From an optimization exercise on the open Yosys and OpenROAD flow, aimed at small area, a short achievable clock period and few clock cycles per item; shortcuts taken in it are not production practice.
Where RTL was checked, it was by simulation tests only, not by an equivalence proof against the original.
Function not checked in run 5: the RTL went through the layout flow alone.
No activity file was given, so power comes from the tool's default toggle rates.

<file path="flow/flow/run.sh">
#!/bin/bash
# Own layout flow: the standard ORFS flow with two changes.
#  1. After the standard synthesis, flow/polarity.py picks the polarity of
#     each full adder (self-dual) and simple gate so that the inverters Yosys's
#     extract_fa leaves around full adders go away.  Registers, ports and the
#     function are unchanged.
#  2. The port buffers that buffer_ports inserts are sky130_fd_sc_hd__buf_1
#     instead of its default (the slow clkdlybuf4s50_1 delay buffer).
# Each step writes its full output to a log file in this folder.
set -euo pipefail
RES=$PWD/orfs/results/${FLOW_PLATFORM}/dut/base
bash standard.sh synth > standard_synth.log 2>&1
cp $RES/1_2_yosys.v synth_standard.v
python3 flow/polarity.py $FLOW_HOME/platforms/sky130hd/lib/sky130_fd_sc_hd__tt_025C_1v80.lib \
    synth_standard.v $RES/1_2_yosys.v > polarity.log 2>&1
rm -f $RES/1_synth.odb $RES/1_synth.sdc
export BUFFER_PORTS_ARGS="-buffer_cell sky130_fd_sc_hd__buf_1"
bash standard.sh finish > standard_finish.log 2>&1
</file>
<file path="flow/flow/polarity.py">
#!/usr/bin/env python3
"""Polarity clean-up of a flat Yosys gate netlist (sky130hd).

Yosys's extract_fa often wraps full adders in inverters on every input and
output (a full adder is self-dual: FA(~a,~b,~c) = ~FA(a,b,c)).  This script
chooses, for every full adder / majority cell, whether to use it in true or
complemented form, and for every simple gate whether to use it or its
complement (and2 <-> nand2, o21a <-> o21ai, ...), so that the inverters the
netlist needs, and the cell area, are smallest.  Every signal keeps its
function; registers, ports and their nets are untouched.

usage: polarity.py LIBERTY IN.v OUT.v
"""
import re, sys, random

lib, src, dst = sys.argv[1:4]

# ---- cell areas from the liberty
areas = {}
for m in re.finditer(r'cell\s*\(\s*"?(sky130_fd_sc_hd__\w+)"?\s*\)\s*\{', open(lib).read()):
    pass
libtxt = open(lib).read()
for m in re.finditer(r'cell\s*\(\s*"?(sky130_fd_sc_hd__\w+)"?\s*\)\s*\{(.*?)\barea\s*:\s*([\d.]+)', libtxt, re.S):
    areas[m.group(1)] = float(m.group(3))

P = 'sky130_fd_sc_hd__'
OUTPINS = {'X', 'Y', 'Q', 'Q_N', 'SUM', 'COUT', 'HI', 'LO'}
SELFDUAL = {'fa': ['A', 'B', 'CIN'], 'maj3': ['A', 'B', 'C']}
PAIRS = [('and2', 'nand2'), ('and3', 'nand3'), ('and4', 'nand4'), ('or2', 'nor2'),
         ('or3', 'nor3'), ('or4', 'nor4'), ('xor2', 'xnor2'), ('xor3', 'xnor3'),
         ('and2b', 'nand2b'), ('or2b', 'nor2b'), ('and3b', 'nand3b'), ('or3b', 'nor3b'),
         ('and4b', 'nand4b'), ('or4b', 'nor4b'), ('and4bb', 'nand4bb'), ('or4bb', 'nor4bb'),
         ('a21o', 'a21oi'), ('o21a', 'o21ai'), ('a211o', 'a211oi'), ('o211a', 'o211ai'),
         ('a22o', 'a22oi'), ('o22a', 'o22ai'), ('a31o', 'a31oi'), ('o31a', 'o31ai'),
         ('a32o', 'a32oi'), ('o32a', 'o32ai'), ('a41o', 'a41oi'), ('o41a', 'o41ai'),
         ('a221o', 'a221oi'), ('o221a', 'o221ai'), ('a311o', 'a311oi'), ('o311a', 'o311ai'),
         ('a2111o', 'a2111oi'), ('o2111a', 'o2111ai'), ('a21bo', 'a21boi'), ('o21ba', 'o21bai'),
         ('a2bb2o', 'a2bb2oi'), ('o2bb2a', 'o2bb2ai'), ('mux2', 'mux2i')]
COMP = {}
for a, b in PAIRS:
    COMP[a] = b; COMP[b] = a

def base_drive(t):
    m = re.fullmatch(P + r'(\w+?)_(\d+)', t)
    return (m.group(1), m.group(2)) if m else (None, None)

def complement(t):
    b, d = base_drive(t)
    if b not in COMP:
        return None
    c = COMP[b]
    if P + c + '_' + d in areas:
        return P + c + '_' + d
    # nearest available drive
    opts = sorted((int(re.search(r'_(\d+)$', n).group(1)), n) for n in areas
                  if re.fullmatch(P + c + r'_\d+', n))
    for dd, n in opts:
        if dd >= max(1, int(d)):
            return n
    return opts[-1][1] if opts else None

text = open(src).read()
mod = re.search(r'module\s+(\w+)\s*\((.*?)\);(.*)endmodule', text, re.S)
body = mod.group(3)
outports = set()
for m in re.finditer(r'^\s*output\s+(\[(\d+):(\d+)\]\s*)?(\S+?);', body, re.M):
    if m.group(1):
        hi, lo = int(m.group(2)), int(m.group(3))
        for i in range(min(hi, lo), max(hi, lo) + 1):
            outports.add(f'{m.group(4)}[{i}]')
    else:
        outports.add(m.group(4))

cellre = re.compile(r'^\s*(sky130_fd_sc_hd__\w+)\s+(\S+)\s*\((.*?)\);', re.S | re.M)
cells = []
for m in cellre.finditer(body):
    pins = [(p, n.strip()) for p, n in re.findall(r'\.(\w+)\(([^()]*)\)', m.group(3))]
    cells.append({'type': m.group(1), 'name': m.group(2), 'pins': pins, 'span': m.span()})
assert 'assign' not in body, 'netlist has assign statements'

def is_inv(c):
    b, _ = base_drive(c['type'])
    return b in ('inv', 'clkinv')

driver = {}
for i, c in enumerate(cells):
    for p, n in c['pins']:
        if p in OUTPINS:
            driver[n] = (i, p)

# inverters treated as inverters: those whose output is not a port net
invcell = set()
for i, c in enumerate(cells):
    if is_inv(c):
        out = dict(c['pins'])['Y']
        if out not in outports:
            invcell.add(i)

def root(n):
    q = 0
    seen = 0
    while n in driver and driver[n][0] in invcell:
        n = dict(cells[driver[n][0]]['pins'])['A']
        q ^= 1
        seen += 1
        assert seen < 100
    return n, q

# flippable cells
kind = {}
for i, c in enumerate(cells):
    if i in invcell:
        continue
    b, _ = base_drive(c['type'])
    outs = [n for p, n in c['pins'] if p in OUTPINS]
    if any(o in outports for o in outs):
        continue
    if b in SELFDUAL:
        kind[i] = 'sd'
    elif complement(c['type']):
        kind[i] = 'gate'

# loads: (cell index, pin, root, parity)
loads = []
for i, c in enumerate(cells):
    if i in invcell:
        continue
    for p, n in c['pins']:
        if p in OUTPINS:
            continue
        r, q = root(n)
        loads.append([i, p, r, q])
# output ports as loads (only if their net is driven through a removable inverter)
for o in outports:
    r, q = root(o)
    if r != o:
        loads.append([-1, o, r, q])

roots_loads = {}
for k, l in enumerate(loads):
    roots_loads.setdefault(l[2], []).append(k)
cell_inroots = {}
for k, l in enumerate(loads):
    if l[0] >= 0:
        cell_inroots.setdefault(l[0], set()).add(l[2])
cell_outroots = {}
for r in roots_loads:
    if r in driver and driver[r][0] not in invcell:
        cell_outroots.setdefault(driver[r][0], set()).add(r)

flip = {i: 0 for i in kind}
INV = areas[P + 'inv_1']

def eff(k):
    i, p, r, q = loads[k]
    e = q
    if i >= 0 and kind.get(i) == 'sd' and p in SELFDUAL[base_drive(cells[i]['type'])[0]]:
        e ^= flip[i]
    if r in driver:
        d = driver[r][0]
        if d in flip:
            e ^= flip[d]
    return e

def root_cost(r):
    return INV if any(eff(k) for k in roots_loads.get(r, [])) else 0.0

def cell_area(i):
    t = cells[i]['type']
    if kind.get(i) == 'gate' and flip[i]:
        t = complement(t)
    return areas[t]

def affected(i):
    s = set(cell_outroots.get(i, ()))
    if kind[i] == 'sd':
        s |= cell_inroots.get(i, set())
    return s

def total():
    return sum(root_cost(r) for r in roots_loads) + sum(cell_area(i) for i in kind)

before = total()
rng = random.Random(1)
order = list(kind)

def move_delta(i):
    rs = affected(i)
    c0 = sum(root_cost(r) for r in rs) + cell_area(i)
    flip[i] ^= 1
    c1 = sum(root_cost(r) for r in rs) + cell_area(i)
    flip[i] ^= 1
    return c1 - c0

# simulated annealing over single flips, then greedy descent; keep the best
cur = before
best = cur
best_flip = dict(flip)
steps = 200 * len(order) if order else 0
T0, T1 = 3.0, 0.02
for k in range(steps):
    T = T0 * (T1 / T0) ** (k / max(1, steps - 1))
    i = order[rng.randrange(len(order))]
    d = move_delta(i)
    if d <= 0 or rng.random() < pow(2.718281828, -d / T):
        flip[i] ^= 1
        cur += d
        if cur < best - 1e-9:
            best = cur
            best_flip = dict(flip)
flip.update(best_flip)
improved = True
while improved:
    improved = False
    for i in order:
        if move_delta(i) < -1e-9:
            flip[i] ^= 1
            improved = True
after = total()

# ---- rebuild
def fmt(n):
    return n + ' ' if n.startswith('\\') else n

newwires = []
neg_net = {}
newcells = []
ninv = 0
for r in roots_loads:
    if any(eff(k) for k in roots_loads[r]):
        nm = f'pol_n{ninv}'
        ninv += 1
        neg_net[r] = nm
        newwires.append(nm)
        newcells.append(f'  {P}inv_1 pol_inv{ninv} (\n    .A({fmt(r)}),\n    .Y({nm})\n  );\n')
conn = {}
portfix = []
for k, l in enumerate(loads):
    i, p, r, q = l
    net = neg_net[r] if eff(k) else r
    if i >= 0:
        conn[(i, p)] = net
    else:
        # output port net: drive it with a buffer from the right polarity
        portfix.append((p, net))
for p, net in portfix:
    newcells.append(f'  {P}buf_1 pol_obuf_{len(newcells)} (\n    .A({fmt(net)}),\n    .X({fmt(p)})\n  );\n')

def render(i, c):
    t = c['type']
    if kind.get(i) == 'gate' and flip[i]:
        t = complement(t)
    parts = []
    for p, n in c['pins']:
        if p in OUTPINS:
            if kind.get(i) == 'gate' and flip[i]:
                p = 'Y' if p == 'X' else 'X'
            parts.append(f'    .{p}({fmt(n)})')
        else:
            parts.append(f'    .{p}({fmt(conn[(i, p)])})')
    return f'  {t} {c["name"]} (\n' + ',\n'.join(parts) + '\n  );\n'

out = []
pos = 0
for i, c in enumerate(cells):
    s, e = c['span']
    out.append(body[pos:s])
    if i not in invcell:
        out.append(render(i, c).rstrip('\n').lstrip('\n'))
    pos = e
out.append(body[pos:])
newbody = ''.join(out)
decl = ''.join(f'  wire {w};\n' for w in newwires)
newbody = decl + newbody.rstrip() + '\n' + ''.join(newcells)
res = text[:mod.start(3)] + newbody + '\nendmodule' + text[mod.end():]
open(dst, 'w').write(res)
nflip = sum(flip.values())
print(f'polarity: {len(invcell)} inverters before, {ninv} after; {nflip} cells flipped '
      f'({sum(1 for i in flip if flip[i] and kind[i]=="sd")} self-dual); '
      f'{len(portfix)} port buffers; area of inverters+flippable {before:.1f} -> {after:.1f}')
</file>
<file path="flow/standard.sh">
#!/bin/bash
# synth_recipe.tcl (not shown) runs the flow's synth.tcl, then flattens the netlist and writes it again
# the make line also repeats each setting of config.mk as NAME=value (left out here)
make -C /OpenROAD-flow-scripts/flow DESIGN_CONFIG=/design/flow/config.mk WORK_HOME=/design/flow/orfs CLKGATE_MAP_FILE= SYNTH_SCRIPT=/design/flow/synth_recipe.tcl "${@:-finish}"
</file>
<file path="flow/config.mk">
export PLATFORM = sky130hd
export DESIGN_NAME = dut
export DESIGN_NICKNAME = dut
export VERILOG_FILES = /design/flow/design.v
export SDC_FILE = /design/flow/constraint.sdc
export NUM_CORES = 4
export LEC_CHECK = 0
export CAP_MARGIN = 20
export CORE_MARGIN = 2
export CORE_UTILIZATION = 65
export CTS_BUF_LIST = sky130_fd_sc_hd__clkbuf_16
export CTS_CLUSTER_SIZE = 30
export PLACE_DENSITY = 0.75
export SETUP_SLACK_MARGIN = 3.6
export SLEW_MARGIN = 20
</file>
<file path="flow/constraint.sdc">
create_clock -name core_clock -period 7.5 [get_ports {clk}]
set_input_delay 1.5000 -clock core_clock [delete_from_list [all_inputs] [get_ports {clk}]]
set_output_delay 1.5000 -clock core_clock [all_outputs]
set_load 0.01 [all_outputs]
</file>
<file path="flow/design.v">
`timescale 1ns/1ps
module dut #(
    parameter int DATAW = 16
)(
    input  wire                 clk,
    input  wire                 rst_n,
    input  wire                 in_valid,
    output wire                 in_ready,
    input  wire signed [DATAW-1:0] in_data,
    output reg                  out_valid,
    input  wire                 out_ready,
    output wire signed [2*DATAW-1:0] out_data
);
    reg         v1;         
    reg  [15:0] a1;         
    wire        en2 = !out_valid || out_ready;    
    wire        en1 = !v1 || en2;                 
    assign in_ready = en1;
    wire        s    = in_data[15];
    wire [15:0] absx = ({16{s}} ^ in_data) + {15'd0, s};
    always @(posedge clk or negedge rst_n) begin
        if (!rst_n) begin
            v1        <= 1'b0;
            out_valid <= 1'b0;
        end else begin
            if (en1) v1 <= in_valid;
            if (en2) out_valid <= v1;
        end
    end
    always @(posedge clk) begin
        if (in_valid && en1) a1 <= absx;
    end
    wire [14:0] m = a1[14:0];
    wire pp_0_1 = m[0] & m[1];
    wire pp_0_2 = m[0] & m[2];
    wire pp_0_3 = m[0] & m[3];
    wire pp_0_4 = m[0] & m[4];
    wire pp_0_5 = m[0] & m[5];
    wire pp_0_6 = m[0] & m[6];
    wire pp_0_7 = m[0] & m[7];
    wire pp_0_8 = m[0] & m[8];
    wire pp_0_9 = m[0] & m[9];
    wire pp_0_10 = m[0] & m[10];
    wire pp_0_11 = m[0] & m[11];
    wire pp_0_12 = m[0] & m[12];
    wire pp_0_13 = m[0] & m[13];
    wire pp_0_14 = m[0] & m[14];
    wire pp_1_2 = m[1] & m[2];
    wire pp_1_3 = m[1] & m[3];
    wire pp_1_4 = m[1] & m[4];
    wire pp_1_5 = m[1] & m[5];
    wire pp_1_6 = m[1] & m[6];
    wire pp_1_7 = m[1] & m[7];
    wire pp_1_8 = m[1] & m[8];
    wire pp_1_9 = m[1] & m[9];
    wire pp_1_10 = m[1] & m[10];
    wire pp_1_11 = m[1] & m[11];
    wire pp_1_12 = m[1] & m[12];
    wire pp_1_13 = m[1] & m[13];
    wire pp_1_14 = m[1] & m[14];
    wire pp_2_3 = m[2] & m[3];
    wire pp_2_4 = m[2] & m[4];
    wire pp_2_5 = m[2] & m[5];
    wire pp_2_6 = m[2] & m[6];
    wire pp_2_7 = m[2] & m[7];
    wire pp_2_8 = m[2] & m[8];
    wire pp_2_9 = m[2] & m[9];
    wire pp_2_10 = m[2] & m[10];
    wire pp_2_11 = m[2] & m[11];
    wire pp_2_12 = m[2] & m[12];
    wire pp_2_13 = m[2] & m[13];
    wire pp_2_14 = m[2] & m[14];
    wire pp_3_4 = m[3] & m[4];
    wire pp_3_5 = m[3] & m[5];
    wire pp_3_6 = m[3] & m[6];
    wire pp_3_7 = m[3] & m[7];
    wire pp_3_8 = m[3] & m[8];
    wire pp_3_9 = m[3] & m[9];
    wire pp_3_10 = m[3] & m[10];
    wire pp_3_11 = m[3] & m[11];
    wire pp_3_12 = m[3] & m[12];
    wire pp_3_13 = m[3] & m[13];
    wire pp_3_14 = m[3] & m[14];
    wire pp_4_5 = m[4] & m[5];
    wire pp_4_6 = m[4] & m[6];
    wire pp_4_7 = m[4] & m[7];
    wire pp_4_8 = m[4] & m[8];
    wire pp_4_9 = m[4] & m[9];
    wire pp_4_10 = m[4] & m[10];
    wire pp_4_11 = m[4] & m[11];
    wire pp_4_12 = m[4] & m[12];
    wire pp_4_13 = m[4] & m[13];
    wire pp_4_14 = m[4] & m[14];
    wire pp_5_6 = m[5] & m[6];
    wire pp_5_7 = m[5] & m[7];
    wire pp_5_8 = m[5] & m[8];
    wire pp_5_9 = m[5] & m[9];
    wire pp_5_10 = m[5] & m[10];
    wire pp_5_11 = m[5] & m[11];
    wire pp_5_12 = m[5] & m[12];
    wire pp_5_13 = m[5] & m[13];
    wire pp_5_14 = m[5] & m[14];
    wire pp_6_7 = m[6] & m[7];
    wire pp_6_8 = m[6] & m[8];
    wire pp_6_9 = m[6] & m[9];
    wire pp_6_10 = m[6] & m[10];
    wire pp_6_11 = m[6] & m[11];
    wire pp_6_12 = m[6] & m[12];
    wire pp_6_13 = m[6] & m[13];
    wire pp_6_14 = m[6] & m[14];
    wire pp_7_8 = m[7] & m[8];
    wire pp_7_9 = m[7] & m[9];
    wire pp_7_10 = m[7] & m[10];
    wire pp_7_11 = m[7] & m[11];
    wire pp_7_12 = m[7] & m[12];
    wire pp_7_13 = m[7] & m[13];
    wire pp_7_14 = m[7] & m[14];
    wire pp_8_9 = m[8] & m[9];
    wire pp_8_10 = m[8] & m[10];
    wire pp_8_11 = m[8] & m[11];
    wire pp_8_12 = m[8] & m[12];
    wire pp_8_13 = m[8] & m[13];
    wire pp_8_14 = m[8] & m[14];
    wire pp_9_10 = m[9] & m[10];
    wire pp_9_11 = m[9] & m[11];
    wire pp_9_12 = m[9] & m[12];
    wire pp_9_13 = m[9] & m[13];
    wire pp_9_14 = m[9] & m[14];
    wire pp_10_11 = m[10] & m[11];
    wire pp_10_12 = m[10] & m[12];
    wire pp_10_13 = m[10] & m[13];
    wire pp_10_14 = m[10] & m[14];
    wire pp_11_12 = m[11] & m[12];
    wire pp_11_13 = m[11] & m[13];
    wire pp_11_14 = m[11] & m[14];
    wire pp_12_13 = m[12] & m[13];
    wire pp_12_14 = m[12] & m[14];
    wire pp_13_14 = m[13] & m[14];
    wire hs0 = pp_0_11 ^ pp_1_10;
    wire hc0 = pp_0_11 & pp_1_10;
    wire hs1 = pp_0_12 ^ pp_1_11;
    wire hc1 = pp_0_12 & pp_1_11;
    wire fs2 = pp_0_13 ^ pp_1_12 ^ pp_2_11;
    wire fc2 = (pp_0_13 & pp_1_12) | (pp_0_13 & pp_2_11) | (pp_1_12 & pp_2_11);
    wire hs3 = pp_3_10 ^ pp_4_9;
    wire hc3 = pp_3_10 & pp_4_9;
    wire fs4 = pp_0_14 ^ pp_1_13 ^ pp_2_12;
    wire fc4 = (pp_0_14 & pp_1_13) | (pp_0_14 & pp_2_12) | (pp_1_13 & pp_2_12);
    wire hs5 = pp_3_11 ^ pp_4_10;
    wire hc5 = pp_3_11 & pp_4_10;
    wire fs6 = pp_1_14 ^ pp_2_13 ^ pp_3_12;
    wire fc6 = (pp_1_14 & pp_2_13) | (pp_1_14 & pp_3_12) | (pp_2_13 & pp_3_12);
    wire fs7 = pp_4_11 ^ pp_5_10 ^ pp_6_9;
    wire fc7 = (pp_4_11 & pp_5_10) | (pp_4_11 & pp_6_9) | (pp_5_10 & pp_6_9);
    wire fs8 = pp_2_14 ^ pp_3_13 ^ pp_4_12;
    wire fc8 = (pp_2_14 & pp_3_13) | (pp_2_14 & pp_4_12) | (pp_3_13 & pp_4_12);
    wire fs9 = pp_3_14 ^ pp_4_13 ^ pp_5_12;
    wire fc9 = (pp_3_14 & pp_4_13) | (pp_3_14 & pp_5_12) | (pp_4_13 & pp_5_12);
    wire hs10 = pp_0_7 ^ pp_1_6;
    wire hc10 = pp_0_7 & pp_1_6;
    wire hs11 = pp_0_8 ^ pp_1_7;
    wire hc11 = pp_0_8 & pp_1_7;
    wire fs12 = pp_0_9 ^ pp_1_8 ^ pp_2_7;
    wire fc12 = (pp_0_9 & pp_1_8) | (pp_0_9 & pp_2_7) | (pp_1_8 & pp_2_7);
    wire hs13 = pp_3_6 ^ pp_4_5;
    wire hc13 = pp_3_6 & pp_4_5;
    wire fs14 = pp_0_10 ^ pp_1_9 ^ pp_2_8;
    wire fc14 = (pp_0_10 & pp_1_9) | (pp_0_10 & pp_2_8) | (pp_1_9 & pp_2_8);
    wire hs15 = pp_3_7 ^ pp_4_6;
    wire hc15 = pp_3_7 & pp_4_6;
    wire fs16 = hs0 ^ pp_2_9 ^ pp_3_8;
    wire fc16 = (hs0 & pp_2_9) | (hs0 & pp_3_8) | (pp_2_9 & pp_3_8);
    wire fs17 = pp_4_7 ^ pp_5_6 ^ m[6];
    wire fc17 = (pp_4_7 & pp_5_6) | (pp_4_7 & m[6]) | (pp_5_6 & m[6]);
    wire fs18 = hc0 ^ hs1 ^ pp_2_10;
    wire fc18 = (hc0 & hs1) | (hc0 & pp_2_10) | (hs1 & pp_2_10);
    wire fs19 = pp_3_9 ^ pp_4_8 ^ pp_5_7;
    wire fc19 = (pp_3_9 & pp_4_8) | (pp_3_9 & pp_5_7) | (pp_4_8 & pp_5_7);
    wire fs20 = hc1 ^ fs2 ^ hs3;
    wire fc20 = (hc1 & fs2) | (hc1 & hs3) | (fs2 & hs3);
    wire fs21 = pp_5_8 ^ pp_6_7 ^ m[7];
    wire fc21 = (pp_5_8 & pp_6_7) | (pp_5_8 & m[7]) | (pp_6_7 & m[7]);
    wire fs22 = fc2 ^ hc3 ^ fs4;
    wire fc22 = (fc2 & hc3) | (fc2 & fs4) | (hc3 & fs4);
    wire fs23 = hs5 ^ pp_5_9 ^ pp_6_8;
    wire fc23 = (hs5 & pp_5_9) | (hs5 & pp_6_8) | (pp_5_9 & pp_6_8);
    wire fs24 = fc4 ^ hc5 ^ fs6;
    wire fc24 = (fc4 & hc5) | (fc4 & fs6) | (hc5 & fs6);
    wire fs25 = fs7 ^ pp_7_8 ^ m[8];
    wire fc25 = (fs7 & pp_7_8) | (fs7 & m[8]) | (pp_7_8 & m[8]);
    wire fs26 = fc6 ^ fc7 ^ fs8;
    wire fc26 = (fc6 & fc7) | (fc6 & fs8) | (fc7 & fs8);
    wire fs27 = pp_5_11 ^ pp_6_10 ^ pp_7_9;
    wire fc27 = (pp_5_11 & pp_6_10) | (pp_5_11 & pp_7_9) | (pp_6_10 & pp_7_9);
    wire fs28 = fc8 ^ fs9 ^ pp_6_11;
    wire fc28 = (fc8 & fs9) | (fc8 & pp_6_11) | (fs9 & pp_6_11);
    wire fs29 = pp_7_10 ^ pp_8_9 ^ m[9];
    wire fc29 = (pp_7_10 & pp_8_9) | (pp_7_10 & m[9]) | (pp_8_9 & m[9]);
    wire fs30 = fc9 ^ pp_4_14 ^ pp_5_13;
    wire fc30 = (fc9 & pp_4_14) | (fc9 & pp_5_13) | (pp_4_14 & pp_5_13);
    wire fs31 = pp_6_12 ^ pp_7_11 ^ pp_8_10;
    wire fc31 = (pp_6_12 & pp_7_11) | (pp_6_12 & pp_8_10) | (pp_7_11 & pp_8_10);
    wire fs32 = pp_5_14 ^ pp_6_13 ^ pp_7_12;
    wire fc32 = (pp_5_14 & pp_6_13) | (pp_5_14 & pp_7_12) | (pp_6_13 & pp_7_12);
    wire fs33 = pp_8_11 ^ pp_9_10 ^ m[10];
    wire fc33 = (pp_8_11 & pp_9_10) | (pp_8_11 & m[10]) | (pp_9_10 & m[10]);
    wire fs34 = pp_6_14 ^ pp_7_13 ^ pp_8_12;
    wire fc34 = (pp_6_14 & pp_7_13) | (pp_6_14 & pp_8_12) | (pp_7_13 & pp_8_12);
    wire fs35 = pp_7_14 ^ pp_8_13 ^ pp_9_12;
    wire fc35 = (pp_7_14 & pp_8_13) | (pp_7_14 & pp_9_12) | (pp_8_13 & pp_9_12);
    wire hs36 = pp_0_5 ^ pp_1_4;
    wire hc36 = pp_0_5 & pp_1_4;
    wire hs37 = pp_0_6 ^ pp_1_5;
    wire hc37 = pp_0_6 & pp_1_5;
    wire fs38 = hs10 ^ pp_2_5 ^ pp_3_4;
    wire fc38 = (hs10 & pp_2_5) | (hs10 & pp_3_4) | (pp_2_5 & pp_3_4);
    wire fs39 = hc10 ^ hs11 ^ pp_2_6;
    wire fc39 = (hc10 & hs11) | (hc10 & pp_2_6) | (hs11 & pp_2_6);
    wire fs40 = hc11 ^ fs12 ^ hs13;
    wire fc40 = (hc11 & fs12) | (hc11 & hs13) | (fs12 & hs13);
    wire fs41 = fc12 ^ hc13 ^ fs14;
    wire fc41 = (fc12 & hc13) | (fc12 & fs14) | (hc13 & fs14);
    wire fs42 = fc14 ^ hc15 ^ fs16;
    wire fc42 = (fc14 & hc15) | (fc14 & fs16) | (hc15 & fs16);
    wire fs43 = fc16 ^ fc17 ^ fs18;
    wire fc43 = (fc16 & fc17) | (fc16 & fs18) | (fc17 & fs18);
    wire fs44 = fc18 ^ fc19 ^ fs20;
    wire fc44 = (fc18 & fc19) | (fc18 & fs20) | (fc19 & fs20);
    wire fs45 = fc20 ^ fc21 ^ fs22;
    wire fc45 = (fc20 & fc21) | (fc20 & fs22) | (fc21 & fs22);
    wire fs46 = fc22 ^ fc23 ^ fs24;
    wire fc46 = (fc22 & fc23) | (fc22 & fs24) | (fc23 & fs24);
    wire fs47 = fc24 ^ fc25 ^ fs26;
    wire fc47 = (fc24 & fc25) | (fc24 & fs26) | (fc25 & fs26);
    wire fs48 = fc26 ^ fc27 ^ fs28;
    wire fc48 = (fc26 & fc27) | (fc26 & fs28) | (fc27 & fs28);
    wire fs49 = fc28 ^ fc29 ^ fs30;
    wire fc49 = (fc28 & fc29) | (fc28 & fs30) | (fc29 & fs30);
    wire fs50 = fc30 ^ fc31 ^ fs32;
    wire fc50 = (fc30 & fc31) | (fc30 & fs32) | (fc31 & fs32);
    wire fs51 = fc32 ^ fc33 ^ fs34;
    wire fc51 = (fc32 & fc33) | (fc32 & fs34) | (fc33 & fs34);
    wire fs52 = fc34 ^ fs35 ^ pp_10_11;
    wire fc52 = (fc34 & fs35) | (fc34 & pp_10_11) | (fs35 & pp_10_11);
    wire fs53 = fc35 ^ pp_8_14 ^ pp_9_13;
    wire fc53 = (fc35 & pp_8_14) | (fc35 & pp_9_13) | (pp_8_14 & pp_9_13);
    wire fs54 = pp_9_14 ^ pp_10_13 ^ pp_11_12;
    wire fc54 = (pp_9_14 & pp_10_13) | (pp_9_14 & pp_11_12) | (pp_10_13 & pp_11_12);
    wire hs55 = pp_0_3 ^ pp_1_2;
    wire hc55 = pp_0_3 & pp_1_2;
    wire hs56 = pp_0_4 ^ pp_1_3;
    wire hc56 = pp_0_4 & pp_1_3;
    wire fs57 = hs36 ^ pp_2_3 ^ m[3];
    wire fc57 = (hs36 & pp_2_3) | (hs36 & m[3]) | (pp_2_3 & m[3]);
    wire fs58 = hc36 ^ hs37 ^ pp_2_4;
    wire fc58 = (hc36 & hs37) | (hc36 & pp_2_4) | (hs37 & pp_2_4);
    wire fs59 = hc37 ^ fs38 ^ m[4];
    wire fc59 = (hc37 & fs38) | (hc37 & m[4]) | (fs38 & m[4]);
    wire fs60 = fc38 ^ fs39 ^ pp_3_5;
    wire fc60 = (fc38 & fs39) | (fc38 & pp_3_5) | (fs39 & pp_3_5);
    wire fs61 = fc39 ^ fs40 ^ m[5];
    wire fc61 = (fc39 & fs40) | (fc39 & m[5]) | (fs40 & m[5]);
    wire fs62 = fc40 ^ fs41 ^ hs15;
    wire fc62 = (fc40 & fs41) | (fc40 & hs15) | (fs41 & hs15);
    wire fs63 = fc41 ^ fs42 ^ fs17;
    wire fc63 = (fc41 & fs42) | (fc41 & fs17) | (fs42 & fs17);
    wire fs64 = fc42 ^ fs43 ^ fs19;
    wire fc64 = (fc42 & fs43) | (fc42 & fs19) | (fs43 & fs19);
    wire fs65 = fc43 ^ fs44 ^ fs21;
    wire fc65 = (fc43 & fs44) | (fc43 & fs21) | (fs44 & fs21);
    wire fs66 = fc44 ^ fs45 ^ fs23;
    wire fc66 = (fc44 & fs45) | (fc44 & fs23) | (fs45 & fs23);
    wire fs67 = fc45 ^ fs46 ^ fs25;
    wire fc67 = (fc45 & fs46) | (fc45 & fs25) | (fs46 & fs25);
    wire fs68 = fc46 ^ fs47 ^ fs27;
    wire fc68 = (fc46 & fs47) | (fc46 & fs27) | (fs47 & fs27);
    wire fs69 = fc47 ^ fs48 ^ fs29;
    wire fc69 = (fc47 & fs48) | (fc47 & fs29) | (fs48 & fs29);
    wire fs70 = fc48 ^ fs49 ^ fs31;
    wire fc70 = (fc48 & fs49) | (fc48 & fs31) | (fs49 & fs31);
    wire fs71 = fc49 ^ fs50 ^ fs33;
    wire fc71 = (fc49 & fs50) | (fc49 & fs33) | (fs50 & fs33);
    wire fs72 = fc50 ^ fs51 ^ pp_9_11;
    wire fc72 = (fc50 & fs51) | (fc50 & pp_9_11) | (fs51 & pp_9_11);
    wire fs73 = fc51 ^ fs52 ^ m[11];
    wire fc73 = (fc51 & fs52) | (fc51 & m[11]) | (fs52 & m[11]);
    wire fs74 = fc52 ^ fs53 ^ pp_10_12;
    wire fc74 = (fc52 & fs53) | (fc52 & pp_10_12) | (fs53 & pp_10_12);
    wire fs75 = fc53 ^ fs54 ^ m[12];
    wire fc75 = (fc53 & fs54) | (fc53 & m[12]) | (fs54 & m[12]);
    wire fs76 = fc54 ^ pp_10_14 ^ pp_11_13;
    wire fc76 = (fc54 & pp_10_14) | (fc54 & pp_11_13) | (pp_10_14 & pp_11_13);
    wire fs77 = pp_11_14 ^ pp_12_13 ^ m[13];
    wire fc77 = (pp_11_14 & pp_12_13) | (pp_11_14 & m[13]) | (pp_12_13 & m[13]);
    wire [29:0] ra = {1'b0, pp_13_14, fc77, fc76, fc75, fc74, fc73, fc72, fc71, fc70, fc69, fc68, fc67, fc66, fc65, fc64, fc63, fc62, fc61, fc60, fc59, fc58, fc57, hc56, hc55, hs55, pp_0_2, pp_0_1, 1'b0, m[0]};
    wire [29:0] rb = {1'b0, m[14], pp_12_14, fs77, fs76, fs75, fs74, fs73, fs72, fs71, fs70, fs69, fs68, fs67, fs66, fs65, fs64, fs63, fs62, fs61, fs60, fs59, fs58, fs57, hs56, m[2], 1'b0, m[1], 1'b0, 1'b0};
    reg f_r;    
    reg [29:0] s_r;    
    reg [7:0] g_r;    
    wire [8:0] bs0 = {1'b0, ra[7:0]} + {1'b0, rb[7:0]};
    wire [3:0] bs1 = {1'b0, ra[10:8]} + {1'b0, rb[10:8]};
    wire [3:0] bs2 = {1'b0, ra[13:11]} + {1'b0, rb[13:11]};
    wire [3:0] bs3 = {1'b0, ra[16:14]} + {1'b0, rb[16:14]};
    wire [3:0] bs4 = {1'b0, ra[19:17]} + {1'b0, rb[19:17]};
    wire [3:0] bs5 = {1'b0, ra[22:20]} + {1'b0, rb[22:20]};
    wire [3:0] bs6 = {1'b0, ra[25:23]} + {1'b0, rb[25:23]};
    wire [3:0] bs7 = {1'b0, ra[28:26]} + {1'b0, rb[28:26]};
    wire [1:0] bs8 = {1'b0, ra[29:29]} + {1'b0, rb[29:29]};
    always @(posedge clk) begin
        if (v1 && en2) begin
            f_r <= a1[15];
            s_r[7:0] <= bs0[7:0];
            g_r[0] <= bs0[8];
            s_r[10:8] <= bs1[2:0];
            g_r[1] <= bs1[3];
            s_r[13:11] <= bs2[2:0];
            g_r[2] <= bs2[3];
            s_r[16:14] <= bs3[2:0];
            g_r[3] <= bs3[3];
            s_r[19:17] <= bs4[2:0];
            g_r[4] <= bs4[3];
            s_r[22:20] <= bs5[2:0];
            g_r[5] <= bs5[3];
            s_r[25:23] <= bs6[2:0];
            g_r[6] <= bs6[3];
            s_r[28:26] <= bs7[2:0];
            g_r[7] <= bs7[3];
            s_r[29:29] <= bs8[0:0];
        end
    end
    wire bp1 = &s_r[10:8];
    wire bp2 = &s_r[13:11];
    wire bp3 = &s_r[16:14];
    wire bp4 = &s_r[19:17];
    wire bp5 = &s_r[22:20];
    wire bp6 = &s_r[25:23];
    wire bp7 = &s_r[28:26];
    wire pg0 = g_r[1] | (bp1 & g_r[0]);
    wire pg1 = g_r[3] | (bp3 & g_r[2]);
    wire pp1 = bp3 & bp2;
    wire pg2 = g_r[2] | (bp2 & pg0);
    wire pg3 = pg1 | (pp1 & pg0);
    wire pg4 = g_r[5] | (bp5 & g_r[4]);
    wire pp4 = bp5 & bp4;
    wire pg5 = g_r[7] | (bp7 & g_r[6]);
    wire pp5 = bp7 & bp6;
    wire pg6 = g_r[6] | (bp6 & pg4);
    wire pp6 = bp6 & pp4;
    wire pg7 = pg5 | (pp5 & pg4);
    wire pp7 = pp5 & pp4;
    wire pg8 = g_r[4] | (bp4 & pg3);
    wire pg9 = pg4 | (pp4 & pg3);
    wire pg10 = pg6 | (pp6 & pg3);
    wire pg11 = pg7 | (pp7 & pg3);
    wire [29:0] sq;
    assign sq[7:0] = s_r[7:0];
    assign sq[8] = s_r[8] ^ (g_r[0]);
    assign sq[9] = s_r[9] ^ (g_r[0] & s_r[8]);
    assign sq[10] = s_r[10] ^ (g_r[0] & s_r[8] & s_r[9]);
    assign sq[11] = s_r[11] ^ (pg0);
    assign sq[12] = s_r[12] ^ (pg0 & s_r[11]);
    assign sq[13] = s_r[13] ^ (pg0 & s_r[11] & s_r[12]);
    assign sq[14] = s_r[14] ^ (pg2);
    assign sq[15] = s_r[15] ^ (pg2 & s_r[14]);
    assign sq[16] = s_r[16] ^ (pg2 & s_r[14] & s_r[15]);
    assign sq[17] = s_r[17] ^ (pg3);
    assign sq[18] = s_r[18] ^ (pg3 & s_r[17]);
    assign sq[19] = s_r[19] ^ (pg3 & s_r[17] & s_r[18]);
    assign sq[20] = s_r[20] ^ (pg8);
    assign sq[21] = s_r[21] ^ (pg8 & s_r[20]);
    assign sq[22] = s_r[22] ^ (pg8 & s_r[20] & s_r[21]);
    assign sq[23] = s_r[23] ^ (pg9);
    assign sq[24] = s_r[24] ^ (pg9 & s_r[23]);
    assign sq[25] = s_r[25] ^ (pg9 & s_r[23] & s_r[24]);
    assign sq[26] = s_r[26] ^ (pg10);
    assign sq[27] = s_r[27] ^ (pg10 & s_r[26]);
    assign sq[28] = s_r[28] ^ (pg10 & s_r[26] & s_r[27]);
    assign sq[29] = s_r[29] ^ (pg11);
    assign out_data = {1'b0, f_r, sq[29:2], 1'b0, sq[0]};
endmodule
</file>
==> impl_metrics.json, run 1 <==
{
  "ir_worst_vdd_mv": 0.117,
  "cp_num_buf_inv": 2,
  "worstSetupPathType": "reg2out",
  "fin_ws_ns": 3.72,
  "fin_crit_sh_pct": 50.4,
  "preCtsSetupSlack_ns": 3.71,
  "cts.sinks": 55,
  "setup_viol": 0,
  "use_met1_pct": 31.5,
  "numCtsBuffers": 5,
  "powerDensity_mw_per_mm2": 284,
  "wl_per_cell_um": 15.2,
  "crit_chain": "a41o_1, a41o_2, inv_2, o21bai_1, a41o_1, ha_1, ha_1, xor2_1, buf_2",
  "die_w_um": 97.9,
  "slew_headroom_pct": 50.2,
  "worst_pin_slew_ns": 0.747,
  "first_pass_iters": 4,
  "final_antenna_net_count": 0,
  "yosysWarnings": 1,
  "max_freq_mhz": 265,
  "dp_hpwl_um": 7630,
  "drt_iter0_drc": 171,
  "finalClockSkew_ns": 0.00481,
  "num_antenna_cells": 0,
  "antenna_found_initial": 0,
  "worst_path_largest_cell_delay_ns": 0.39,
  "initial_core_util_pct": 66.3,
  "met2_usage_pct": 38.3,
  "crit_required_ns": 6.00,
  "die_area_mm2": 0.00958,
  "gp_congestion": 0.841,
  "layout_min_cycle_time_ns": 3.78,
  "syn_to_final_growth_pct": 7.82,
  "root_buffer": "clkbuf_16",
  "final_util_pct": 71.5,
  "cts.clk_slew.worst_paths_ns": 0.07,
  "synth_cells": 506,
  "max_cap_violations": 0,
  "fin_nets": 697,
  "status": "finished clean",
  "final-hold-violation-count": 0,
  "finalSetupTns_ns": 0,
  "netlist_area_mm2": 0.00573,
  "grtUsageTotal_pct": 22.3,
  "ctsHtreeMaxLevel": 2,
  "cp_slowest_cell": "edfxtp_1",
  "crit_family": "compound AO/OA/AOI/OAI gates",
  "grt_max_degree": 38,
  "leakagePower_uw": 0.00280,
  "grt_pass1_wl_um": 17600,
  "total_power_uw": 1750,
  "dieHeight_um": 97.9,
  "cts_tree": "yes",
  "cp.arrival_ns": 2.28,
  "post-route-drc-count": 0,
  "drive_gt1_share_pct": 6.88,
  "final-max-slew-violation-count": 0,
  "syn_avg_cell_area_um2": 11.3,
  "hp-class": "reg2reg",
  "clockBufferDepth": 2,
  "grt_remaining_overflow": 0,
  "portBuffers": 51,
  "rsz0062_at_grt": "false",
  "rows": 34,
  "busiest_layer": "met2",
  "routed_wirelength_um": 10000,
  "cp-start-kind": "flip-flop",
  "clk_latency_ns": 0.29,
  "vias": 3739,
  "vias_per_cell": 5.67,
  "first_global_vias": 3819,
  "worstSetupEndpointType": "output port",
  "core_mm2": 0.00864,
  "crit_path_max_fanout": 2,
  "ios": 54,
  "grtUsageMet3_pct": 2.79
}
## cells in the final DEF, fill, tap and decap left out, types with 3 or more instances in the layout
cell type and instances:
a21o_1 13, a21oi_1 6, a41o_1 5, and2_1 69, buf_1 49, buf_4 18, clkbuf_16 5, edfxtp_1 53
fa_1 66, ha_1 60, inv_1 37, mux2i_1 3, nand2_1 42, nand2b_1 9, nand3_1 3, nor2_1 5
nor2b_1 4, nor3_1 3, o21ai_0 8, xnor2_1 23, xor2_1 21
## cell type report
| class | instances | area [um^2] |
|---|---|---|
| Fill cell | 641 | 2460 |
| Tap cell | 108 | 135 |
| Multi-Input combinational cell | 383 | 3790 |
| Clock inverter | 3 | 16.3 |
| Timing Repair Buffer | 69 | 329 |
| Clock buffer | 5 | 125 |
| Inverter | 37 | 139 |
| Sequential cell | 55 | 1640 |
## per-layer routing
metal	routed length, um	part of all wire, %
met4	71	0.71
met2	5030	50
met1	4550	45
met3	381	3.8
met5	0	0
## path summary, 6_finish.rpt
check	to	cells past startpoint	from	slack (ns)
max in group asynchronous	v1$_DFFE_PN0N_	1	rst_n	6.40
max reg2reg	s_r[19]$_DFFE_PP_	10	a1[9]$_DFFE_PP_	3.78
min	f_r$_DFFE_PP_	0	a1[15]$_DFFE_PP_	0.44
max	out_data[22]	9	s_r[9]$_DFFE_PP_	3.72
min reg2reg	f_r$_DFFE_PP_	0	a1[15]$_DFFE_PP_	0.44
min in group asynchronous	out_valid$_DFFE_PN0P_	1	rst_n	0.97
## report_power, final
part	switching, uW	total, uW	internal (uW)
sequential	67.3	560	493
combinational	510	960	451
clock	109	231	122
total	686	1750	1070
## flip-flops by register name, indices dropped and copies added (netlist names)
name	count
out_valid	1
s_r	28
f_r	1
v1	1
g_r	8
a1	16
## timing repair
item                                    4_1_cts  5_1_grt
resized for setup                             4        3
buffers inserted                              2       14
endpoints found under the setup margin        2        7
pin swaps                                     1        4
hold buffers                                  0        0
## stage by stage
stage	instances	hold slack [ns]	area, um^2
floorplan	507	0.400	5730
global placement	636	0.420	5890
detailed placement	636	0.421	5890
CTS	646	0.440	6060
global route	660	0.444	6170
finish	660	0.445	6170
Testbench counts, summed over its fixed seeds: cycles 16,016, items 16,000.
==> run 2, diff against run 1 <==
--- a/flow/config.mk
+++ b/flow/config.mk
@@ -9,7 +9,8 @@
 export CORE_MARGIN = 2
 export CORE_UTILIZATION = 65
 export CTS_BUF_LIST = sky130_fd_sc_hd__clkbuf_16
-export CTS_CLUSTER_SIZE = 30
+export CTS_CLUSTER_DIAMETER = 100
+export CTS_CLUSTER_SIZE = 60
 export PLACE_DENSITY = 0.75
 export SETUP_SLACK_MARGIN = 3.6
 export SLEW_MARGIN = 20
==> impl_metrics.json, run 2 <==
{
  "vias_per_cell": 5.67,
  "final_cell_mix": "and2_1 (69), fa_1 (66), ha_1 (60)",
  "die_area_mm2": 0.00958,
  "synth_cells": 506,
  "layout_commonest_cell": "and2_1",
  "status": "finished clean",
  "rsz0062_at_grt": "false",
  "core_mm2": 0.00864,
  "hp-class": "reg2reg",
  "worst_path_largest_cell_delay_ns": 0.39,
  "max_cap_violations": 0,
  "final-max-slew-violation-count": 0,
  "wl_per_cell_um": 15.2,
  "cp.arrival_ns": 2.28,
  "cts.clk_slew.worst_paths_ns": 0.07,
  "worstSetupEndpointType": "output port",
  "antenna_found_initial": 0,
  "vias": 3739,
  "fin_crit_sh_pct": 50.4,
  "die_w_um": 97.9,
  "top_register": "s_r",
  "worst_pin_slew_ns": 0.747,
  "top_regs": "s_r: 28 flops, a1: 16 flops, g_r: 8 flops",
  "final_antenna_net_count": 0,
  "yosysWarnings": 1,
  "first_pass_iters": 4,
  "final-hold-violation-count": 0,
  "syn_avg_cell_area_um2": 11.3,
  "syn_to_final_growth_pct": 7.82,
  "cp_slowest_cell": "edfxtp_1",
  "post-route-drc-count": 0,
  "rows": 34,
  "first_global_vias": 3819,
  "num_antenna_cells": 0,
  "fin_nets": 697,
  "drive_gt1_share_pct": 6.88,
  "crit_required_ns": 6.00,
  "netlist_area_mm2": 0.00573,
  "clockBufferDepth": 2,
  "finalSetupTns_ns": 0,
  "portBuffers": 51,
  "dp_hpwl_um": 7630,
  "drt_iter0_drc": 171,
  "max_freq_mhz": 265,
  "dieHeight_um": 97.9,
  "routed_wirelength_um": 10000,
  "slew_headroom_pct": 50.2,
  "layout_min_cycle_time_ns": 3.78,
  "grt_remaining_overflow": 0,
  "worstSetupPathType": "reg2out",
  "crit_chain": "a41o_1, a41o_2, inv_2, o21bai_1, a41o_1, ha_1, ha_1, xor2_1, buf_2",
  "finalClockSkew_ns": 0.00481,
  "cp-start-kind": "flip-flop",
  "grt_pass1_wl_um": 17600,
  "hold_ws_ns": 0.445,
  "clk_latency_ns": 0.29,
  "leakagePower_uw": 0.00280,
  "ir_worst_vdd_mv": 0.117,
  "largest_reg_flops": 28,
  "ctsHtreeMaxLevel": 2,
  "powerDensity_mw_per_mm2": 284,
  "initial_core_util_pct": 66.3,
  "grt_max_degree": 38,
  "cts.sinks": 55,
  "ios": 54,
  "numCtsBuffers": 5,
  "root_buffer": "clkbuf_16",
  "gp_congestion": 0.841,
  "grtUsageTotal_pct": 22.3,
  "setup_viol": 0,
  "cts_tree": "yes",
  "crit_path_max_fanout": 2
}
==> run 2: worst max-delay path, delay by kind of cell (launching register included) <==
family                     cells  cell delay [ns]
buffers and inverters          2             0.22
xor gates and xnor gates       1             0.13
AOI/OAI and AO/OA              4             0.87
adders and majority gates      2             0.36
DFF                            1             0.39
==> run 2: final timing paths <==
path | start | end | slack (ns) | depth (start not counted)
worst max-delay path | s_r[9]$_DFFE_PP_ | out_data[22] | 3.72 | 9
worst max register to register | a1[9]$_DFFE_PP_ | s_r[19]$_DFFE_PP_ | 3.78 | 10
max in group asynchronous | rst_n | v1$_DFFE_PN0N_ | 6.40 | 1
worst min-delay path | a1[15]$_DFFE_PP_ | f_r$_DFFE_PP_ | 0.44 | 0
min in group asynchronous | rst_n | out_valid$_DFFE_PN0P_ | 0.97 | 1
worst min register to register | a1[15]$_DFFE_PP_ | f_r$_DFFE_PP_ | 0.44 | 0
==> run 2: repair_timing <==
action,in CTS,in global routing
resized for setup,4,3
endpoints found under the hold margin,0,0
setup buffers,2,14
hold buffers,0,0
endpoints found under the setup margin,2,7
pin swaps,1,4
==> run 2: final cells by class <==
type                            instances  area (um^2)
Multi-Input combinational cell        383         3790
Fill cell                             641         2460
Sequential cell                        55         1640
Timing Repair Buffer                   69          329
Inverter                               37          139
Tap cell                              108          135
Clock buffer                            5          125
Clock inverter                          3         16.3
==> run 2: routing by layer <==
metal | vias up | GRT usage (%) | share of wire, %
met3 | 9 | 2.79 | 3.8
li1 | 1787 | - | -
met4 | 0 | 3.31 | 0.71
met5 | - | 0 | 0
met1 | 1870 | 31.5 | 45
met2 | 73 | 38.3 | 50
==> run 2: power by group <==
group / internal (uW) / switching (uW)
sequential: 493 / 67.3
clock: 122 / 109
combinational: 451 / 510
total: 1070 / 686
==> run 2: stage by stage <==
stage	setup WS [ns]	cells	instance area [um^2]	total power [uW]	utilization, %
2_1_floorplan	3.87	507	5730	1280	-
3_3_place_gp	3.76	636	5890	1450	68.2
3_5_place_dp	3.71	636	5890	1510	68.2
4_1_cts	3.61	646	6060	1750	70.2
5_1_grt	3.60	660	6170	1930	71.5
6_report	3.72	660	6170	1750	71.5
==> run 3, diff against run 2 <==
--- a/flow/config.mk
+++ b/flow/config.mk
@@ -9,8 +9,7 @@
 export CORE_MARGIN = 2
 export CORE_UTILIZATION = 65
 export CTS_BUF_LIST = sky130_fd_sc_hd__clkbuf_16
-export CTS_CLUSTER_DIAMETER = 100
-export CTS_CLUSTER_SIZE = 60
+export CTS_CLUSTER_SIZE = 30
 export PLACE_DENSITY = 0.75
-export SETUP_SLACK_MARGIN = 3.6
+export SETUP_SLACK_MARGIN = 3.75
 export SLEW_MARGIN = 20
==> impl_metrics.json, run 3 <==
{
  "multi_input_area_mm2": 0.00381,
  "grtUsageTotal_pct": 22.9,
  "cp-start-kind": "flip-flop",
  "placedCellCount": 636,
  "final_antenna_net_count": 0,
  "finalClockSkew_ns": 0.00455,
  "leakagePower_uw": 0.00290,
  "initial_core_util_pct": 66.3,
  "final-max-slew-violation-count": 0,
  "syn_to_final_growth_pct": 10.8,
  "first_global_vias": 3874,
  "synth_cells": 506,
  "worstSetupEndpointType": "output port",
  "worst_pin_slew_ns": 0.760,
  "rsz0062_at_grt": "true",
  "syn_avg_cell_area_um2": 11.3,
  "fin_cells": 681,
  "hold_ws_ns": 0.444,
  "slew_headroom_pct": 49.4,
  "ir_worst_vdd_mv": 0.115,
  "nFillCells": 620,
  "placed_area_mm2": 0.00589,
  "cp.arrival_ns": 2.22,
  "status": "finished clean",
  "grt_remaining_overflow": 0,
  "final_util_pct": 73.5,
  "regArea_mm2": 0.00164,
  "grt_pass1_wl_um": 17900,
  "routed_wirelength_um": 10600,
  "antenna_found_initial": 0,
  "clockBufferDepth": 2,
  "hp-class": "reg2reg",
  "finalSetupTns_ns": 0,
  "grtUsageMet3_pct": 2.79,
  "rows": 34,
  "met2_usage_pct": 39.5,
  "post-route-drc-count": 0,
  "vias": 3820,
  "die_area_mm2": 0.00958,
  "clk_latency_ns": 0.29,
  "die_w_um": 97.9,
  "drt_iter0_drc": 136,
  "ctsHtreeMaxLevel": 2,
  "cts_tree": "yes",
  "crit_required_ns": 6.00,
  "top_regs": "s_r: 28 flops, a1: 16 flops, g_r: 8 flops",
  "num_antenna_cells": 0,
  "netlist_area_mm2": 0.00573,
  "final-hold-violation-count": 0,
  "largest_reg_flops": 28,
  "grt_max_degree": 38,
  "root_buffer": "clkbuf_16",
  "cts.sinks": 55,
  "cts_hold_buffers": 0,
  "setup_viol": 0,
  "wl_per_cell_um": 15.5,
  "layout_commonest_cell": "and2_1",
  "fin_nets": 718,
  "numCtsBuffers": 5,
  "ios": 54,
  "fin_area_mm2": 0.00634,
  "layout_min_cycle_time_ns": 3.72,
  "use_met1_pct": 31.7,
  "top_register": "s_r",
  "worstSetupPathType": "reg2out",
  "vias_per_cell": 5.61,
  "max_freq_mhz": 269,
  "cts.clk_slew.worst_paths_ns": 0.07,
  "fin_crit_sh_pct": 49.6,
  "powerDensity_mw_per_mm2": 281,
  "busiest_layer": "met2",
  "dieHeight_um": 97.9,
  "portBuffers": 51,
  "crit_path_max_fanout": 2,
  "final_cell_mix": "and2_1 (69), fa_1 (66), ha_1 (58)",
  "dp_hpwl_um": 7630,
  "gp_congestion": 0.841,
  "core_mm2": 0.00864,
  "drive_gt1_share_pct": 11.0,
  "yosysWarnings": 1,
  "first_pass_iters": 4,
  "max_cap_violations": 0
}
run 3: layout make-up:
| cell class | instances | share of cell area [%] |
|---|---|---|
| multi-input combinational | 383 | 60.0 |
| sequential | 55 | 25.9 |
| timing repair buffer | 90 | 7.57 |
| inverter | 37 | 2.19 |
| tap | 108 | 2.13 |
| clock buffer | 5 | 1.97 |
| clock inverter | 3 | 0.256 |
run 3: layer usage:
metal / wire (um) / vias to the layer above
li1: - / 1830
met1: 4680 / 1886
met2: 5290 / 94
met3: 467 / 10
met4: 133 / 0
met5: 0 / -
run 3: timing repair:
item	4_1_cts	5_1_grt
endpoints found under the setup margin	10	13
gates resized for setup	5	6
setup buffers	10	27
pin swaps	5	0
run 3: through the flow:
step	total power, uW	setup WS [ns]
2_1_floorplan	1280	3.87
3_3_place_gp	1450	3.76
3_5_place_dp	1510	3.71
4_1_cts	1760	3.74
5_1_grt	1960	3.66
6_report	1780	3.78
run 3: path summary, 6_finish.rpt:
kind	cells past startpoint	start	endpoint	slack [ns]
worst min-delay path	0	a1[15]$_DFFE_PP_	f_r$_DFFE_PP_	0.44
max in group asynchronous	1	rst_n	v1$_DFFE_PN0N_	6.40
min in group asynchronous	1	rst_n	out_valid$_DFFE_PN0P_	0.97
worst max-delay path	9	s_r[9]$_DFFE_PP_	out_data[28]	3.78
worst min register to register	0	a1[15]$_DFFE_PP_	f_r$_DFFE_PP_	0.44
worst max register to register	8	a1[13]$_DFFE_PP_	g_r[3]$_DFFE_PP_	3.87
run 3: worst max-delay path, cell delays in order, from the launching register on:
cell and delay (ns):
edfxtp_1 0.35, a41o_1 0.20, a41o_2 0.22, inv_2 0.06
o31ai_4 0.25, a41o_1 0.24, ha_2 0.20, ha_4 0.12
xor2_1 0.13, buf_2 0.14
run 3: where the power goes:
group	switching (uW)	total (uW)	internal, uW
logic	527	998	470
registers	60.2	553	493
clock network	108	230	122
==> run 4, diff against run 3 <==
--- a/flow/config.mk
+++ b/flow/config.mk
@@ -8,8 +8,7 @@
 export CAP_MARGIN = 20
 export CORE_MARGIN = 2
 export CORE_UTILIZATION = 65
-export CTS_BUF_LIST = sky130_fd_sc_hd__clkbuf_16
-export CTS_CLUSTER_SIZE = 30
+export CTS_BUF_LIST = sky130_fd_sc_hd__clkbuf_8
 export PLACE_DENSITY = 0.75
-export SETUP_SLACK_MARGIN = 3.75
+export SETUP_SLACK_MARGIN = 3.6
 export SLEW_MARGIN = 20
==> impl_metrics.json, run 4 <==
{
  "crit_chain": "a41o_1, a41o_2, inv_2, o31ai_4, a41o_1, ha_2, ha_4, xor2_1, buf_2",
  "whs_path_depth": 0,
  "die_area_mm2": 0.00958,
  "yosysWarnings": 1,
  "top_regs": "s_r: 28 flops, a1: 16 flops, g_r: 8 flops",
  "layout_min_cycle_time_ns": 3.77,
  "drive_gt1_share_pct": 9.54,
  "crit_path_max_fanout": 2,
  "placed_area_mm2": 0.00589,
  "antenna_found_initial": 0,
  "final_cell_mix": "and2_1 (69), fa_1 (66), ha_1 (58)",
  "numCtsBuffers": 5,
  "first_pass_iters": 4,
  "final-hold-violation-count": 0,
  "grt_pass1_wl_um": 17700,
  "syn_to_final_growth_pct": 8.94,
  "fin_crit_sh_pct": 50.3,
  "syn_avg_cell_area_um2": 11.3,
  "cp-start-kind": "flip-flop",
  "preCtsSetupSlack_ns": 3.71,
  "fin_area_mm2": 0.00624,
  "max_freq_mhz": 265,
  "ctsHtreeMaxLevel": 2,
  "drt_iter0_drc": 116,
  "portBuffers": 51,
  "worstRegToRegCells": 8,
  "hp-class": "reg2reg",
  "netlist_area_mm2": 0.00573,
  "ir_worst_vdd_mv": 0.137,
  "finalClockSkew_ns": 0.00768,
  "initial_core_util_pct": 66.3,
  "num_antenna_cells": 0,
  "setup_viol": 0,
  "grt_remaining_overflow": 0,
  "first_global_vias": 3860,
  "cp.arrival_ns": 2.27,
  "grt_max_degree": 38,
  "max_cap_violations": 0,
  "worstSetupPathType": "reg2out",
  "fin_nets": 711,
  "nFillCells": 643,
  "core_mm2": 0.00864,
  "fin_cells": 674,
  "r2r_slack_ns": 3.76,
  "wl_per_cell_um": 15.1,
  "worst_path_largest_cell_delay_ns": 0.41,
  "largest_reg_flops": 28,
  "worst_pin_slew_ns": 0.751,
  "final_util_pct": 72.2,
  "placedCellCount": 636,
  "top_register": "s_r",
  "die_w_um": 97.9,
  "dp_hpwl_um": 7630,
  "clockBufferDepth": 2,
  "grtUsageTotal_pct": 22.6,
  "leakagePower_uw": 0.00284,
  "post-route-drc-count": 0,
  "vias": 3748,
  "vias_per_cell": 5.56,
  "crit_required_ns": 6.00,
  "crit_top_cell": "a41o_1",
  "synth_cells": 506,
  "fin_ws_ns": 3.73,
  "final_antenna_net_count": 0,
  "dieHeight_um": 97.9,
  "routed_wirelength_um": 10200,
  "root_buffer": "clkbuf_8",
  "cts.clk_slew.worst_paths_ns": 0.10,
  "rsz0062_at_grt": "false",
  "status": "finished clean",
  "worstSetupEndpointType": "output port",
  "finalSetupTns_ns": 0,
  "final-max-slew-violation-count": 0,
  "gp_congestion": 0.841,
  "clk_latency_ns": 0.32,
  "powerDensity_mw_per_mm2": 273,
  "cts_hold_buffers": 0,
  "slew_headroom_pct": 49.9,
  "cts_tree": "yes",
  "layout_commonest_cell": "and2_1",
  "cp_slowest_cell": "edfxtp_1",
  "cts.sinks": 55,
  "rows": 34,
  "ios": 54
}
[run 4: worst max-delay path: cells and delay by family, from the launching register on]
family | cells | cell delay (ns)
XOR/XNOR | 1 | 0.13
adder cells (fa/ha/maj) | 2 | 0.35
flip-flops | 1 | 0.41
AO/OA/AOI/OAI | 4 | 0.84
buffers and inverters | 2 | 0.23
[run 4: power by group]
part | internal (uW) | total [uW] | switching (uW)
logic | 464 | 981 | 517
registers | 492 | 558 | 65.4
clock network | 64.3 | 165 | 100
[run 4: final timing paths]
kind,from,endpoint
setup / recovery,g_r[0]$_DFFE_PP_,out_data[28]
hold / removal,a1[15]$_DFFE_PP_,f_r$_DFFE_PP_
setup reg to reg,a1[13]$_DFFE_PP_,g_r[3]$_DFFE_PP_
hold reg to reg,a1[15]$_DFFE_PP_,f_r$_DFFE_PP_
max in group asynchronous,rst_n,v1$_DFFE_PN0N_
min in group asynchronous,rst_n,out_valid$_DFFE_PN0P_
[run 4: layout make-up]
| type | instances | area, um^2 | share of cell area, % |
|---|---|---|---|
| Clock inverter | 3 | 16.3 | 0.261 |
| Tap cell | 108 | 135 | 2.17 |
| Inverter | 37 | 139 | 2.23 |
| Multi-Input combinational cell | 383 | 3800 | 61.0 |
| Sequential cell | 55 | 1640 | 26.3 |
| Timing Repair Buffer | 83 | 434 | 6.96 |
| Clock buffer | 5 | 68.8 | 1.10 |
[run 4: routing by layer]
metal | up-vias | track usage [%] | share of wire [%]
met1 | 1859 | 31.3 | 46
met3 | 6 | 2.79 | 3.1
met5 | - | 0 | 0
li1 | 1814 | - | -
met2 | 69 | 38.7 | 50
met4 | 0 | 4.81 | 0.71
[run 4: repair_timing]
action	4_1_cts	5_1_grt
setup endpoints to repair	4	9
hold endpoints to repair	0	0
gates resized for setup	5	4
buffers inserted	4	26
pin swaps	2	6
[run 4: metrics by stage]
stage | power [uW] | hold WS (ns)
after floorplan | 1280 | 0.400
after global placement | 1450 | 0.420
after detailed placement | 1510 | 0.421
after CTS | 1690 | 0.447
after global routing | 1890 | 0.453
final | 1700 | 0.451
==> run 5, diff against run 4 <==
--- a/flow/design.v
+++ b/flow/design.v
@@ -17,7 +17,13 @@
     wire        en1 = !v1 || en2;                 
     assign in_ready = en1;
     wire        s    = in_data[15];
-    wire [15:0] absx = ({16{s}} ^ in_data) + {15'd0, s};
+    wire [15:0] z;    
+    assign z[0] = 1'b0;
+    genvar gi;
+    generate for (gi = 0; gi < 15; gi = gi + 1) begin : g_abs
+        assign z[gi+1] = z[gi] | (s & in_data[gi]);
+    end endgenerate
+    wire [15:0] absx = in_data ^ z;
     always @(posedge clk or negedge rst_n) begin
         if (!rst_n) begin
             v1        <= 1'b0;
--- a/flow/config.mk
+++ b/flow/config.mk
@@ -8,7 +8,8 @@
 export CAP_MARGIN = 20
 export CORE_MARGIN = 2
 export CORE_UTILIZATION = 65
-export CTS_BUF_LIST = sky130_fd_sc_hd__clkbuf_8
+export CTS_BUF_LIST = sky130_fd_sc_hd__clkbuf_16
+export CTS_CLUSTER_SIZE = 30
 export PLACE_DENSITY = 0.75
 export SETUP_SLACK_MARGIN = 3.6
 export SLEW_MARGIN = 20
==> impl_metrics.json, run 5 <==
{
  "gp_congestion": 0.824,
  "cts.clk_slew.worst_paths_ns": 0.07,
  "whs_path_depth": 0,
  "synth_cells": 468,
  "ir_worst_vdd_mv": 0.101,
  "hp-class": "reg2reg",
  "dieHeight_um": 95.1,
  "vias": 3464,
  "worstRegToRegCells": 9,
  "die_w_um": 95.1,
  "worstSetupEndpointType": "output port",
  "cp.arrival_ns": 2.30,
  "initial_core_util_pct": 66.4,
  "largest_reg_flops": 28,
  "first_global_vias": 3472,
  "root_buffer": "clkbuf_16",
  "first_pass_iters": 4,
  "powerDensity_mw_per_mm2": 278,
  "crit_family": "compound AO/OA/AOI/OAI gates",
  "fin_area_mm2": 0.00597,
  "crit_top_cell": "ha_1",
  "routed_wirelength_um": 9320,
  "layout_min_cycle_time_ns": 3.80,
  "numCtsBuffers": 5,
  "dp_hpwl_um": 6910,
  "post-route-drc-count": 0,
  "grt_remaining_overflow": 0,
  "final-max-slew-violation-count": 0,
  "die_area_mm2": 0.00905,
  "cp_slowest_cell": "a221oi_2",
  "clk_latency_ns": 0.30,
  "top_register": "s_r",
  "min_to": "f_r$_DFFE_PP_",
  "hold_start": "a1[15]$_DFFE_PP_",
  "rsz0062_at_grt": "true",
  "finalSetupTns_ns": 0,
  "wl_per_cell_um": 14.7,
  "ctsHtreeMaxLevel": 2,
  "syn_to_final_growth_pct": 10.5,
  "worstSetupPathType": "reg2out",
  "crit_chain": "a31oi_1, a21oi_2, a221oi_2, a21oi_1, ha_1, ha_1, xor2_1, buf_1",
  "worst_path_largest_cell_delay_ns": 0.44,
  "vias_per_cell": 5.46,
  "antenna_found_initial": 0,
  "max_freq_mhz": 263,
  "num_antenna_cells": 0,
  "cp-start-kind": "flip-flop",
  "status": "finished clean",
  "r2r-end": "s_r[16]$_DFFE_PP_",
  "cts.sinks": 55,
  "clockBufferDepth": 2,
  "netlist_area_mm2": 0.00540,
  "max_cap_violations": 0,
  "drive_gt1_share_pct": 8.11,
  "grt_pass1_wl_um": 15700,
  "regToRegStartpoint": "a1[13]$_DFFE_PP_",
  "crit_start": "s_r[13]$_DFFE_PP_",
  "core_mm2": 0.00813,
  "slew_headroom_pct": 52.8,
  "fin_crit_sh_pct": 50.6,
  "worst_pin_slew_ns": 0.707,
  "leakagePower_uw": 0.00269,
  "final_antenna_net_count": 0,
  "top_regs": "s_r: 28 flops, a1: 16 flops, g_r: 8 flops",
  "grt_max_degree": 25,
  "grtUsageTotal_pct": 22.4,
  "layout_commonest_cell": "and2_1",
  "portBuffers": 51,
  "placed_area_mm2": 0.00559,
  "cts_tree": "yes",
  "cts_hold_buffers": 0,
  "setup_viol": 0,
  "finalClockSkew_ns": 0.00471,
  "syn_avg_cell_area_um2": 11.5,
  "ios": 54,
  "yosysWarnings": 1,
  "crit_path_max_fanout": 3,
  "r2r_slack_ns": 3.77,
  "crit_required_ns": 6.00,
  "final_cell_mix": "and2_1 (68), fa_1 (66), ha_1 (58)",
  "drt_iter0_drc": 157,
  "cp_num_buf_inv": 1,
  "rows": 33,
  "fin_nets": 673,
  "final-hold-violation-count": 0
}
==> run 5: worst max path at each step <==
stage | end | slack (ns) | cells past startpoint
detailed placement | s_r[16]$_DFFE_PP_ | 3.57 | 9
floorplan | s_r[16]$_DFFE_PP_ | 3.69 | 10
finish | out_data[28] | 3.70 | 8
global placement | s_r[16]$_DFFE_PP_ | 3.66 | 9
global route | out_data[28] | 3.54 | 8
CTS | s_r[16]$_DFFE_PP_ | 3.61 | 9
==> run 5: layout make-up <==
| cell class | instances | area (um^2) |
|---|---|---|
| multi-input cells | 358 | 3520 |
| inverters | 28 | 105 |
| clock buffers | 5 | 125 |
| well taps | 105 | 131 |
| repair buffers | 81 | 417 |
| clock inverters | 3 | 26.3 |
| fillers | 567 | 2170 |
| flip-flops and latches | 55 | 1640 |
==> run 5: through the flow <==
step / worst slack, ns / hold WS, ns / cells / util, % / total power (uW)
after detailed placement: 3.57 / 0.414 / 598 / 68.7 / 1410
after global routing: 3.54 / 0.458 / 635 / 73.3 / 1830
after global placement: 3.66 / 0.421 / 598 / 68.7 / 1360
final: 3.70 / 0.439 / 635 / 73.3 / 1660
after floorplan: 3.69 / 0.400 / 469 / - / 1210
after CTS: 3.61 / 0.446 / 611 / 71.1 / 1670
==> run 5: timing repair <==
action,CTS,global route
pin swaps,0,0
hold endpoints to repair,0,0
resized for setup,1,1
setup endpoints to repair,5,10
buffers inserted,5,24
==> run 5: where the power goes <==
part           internal [uW]  switching, uW
registers                483           64.9
logic                    406            462
clock network            127            116
total                   1020            643
==> run 5: layer usage <==
layer	up-vias	GRT usage, %	share of wire, %
li1	1669	-	-
met1	1728	30.0	45
met2	61	39.2	51
met3	6	3.00	3.2
met4	0	4.59	0.71
met5	-	0	0

==> re-timing with driven ports <==
Ports are ideal in the flow. The routed layouts listed here were re-timed in OpenROAD.
Step 1 sets driving cells, clkbuf_16 on the clock port and buf_2 on the other inputs (assumed; they add their load-dependent delay and slew).
Step 2 times the ports against the registers' clock, not the clock port: input delays grow and output delays shrink by t, the midpoint of the rising clock arrivals with the driver on.
Slacks: ideal / step 1 / step 2; pairs: ideal / step 1.
| run | t (ns) | setup slack, ns | slew at the worst register clock pin (ns) |
|---|---|---|---|
| run 1 | 0.328 | 3.723 / 3.686 / 3.783 | 0.07 / 0.07 |
| run 2 | 0.328 | 3.723 / 3.686 / 3.783 | 0.07 / 0.07 |
| run 3 | 0.328 | 3.780 / 3.743 / 3.873 | 0.07 / 0.07 |
| run 4 | 0.347 | 3.727 / 3.693 / 3.762 | 0.10 / 0.10 |
| run 5 | 0.335 | 3.702 / 3.663 / 3.770 | 0.08 / 0.08 |
After both steps every run listed still meets setup and hold.
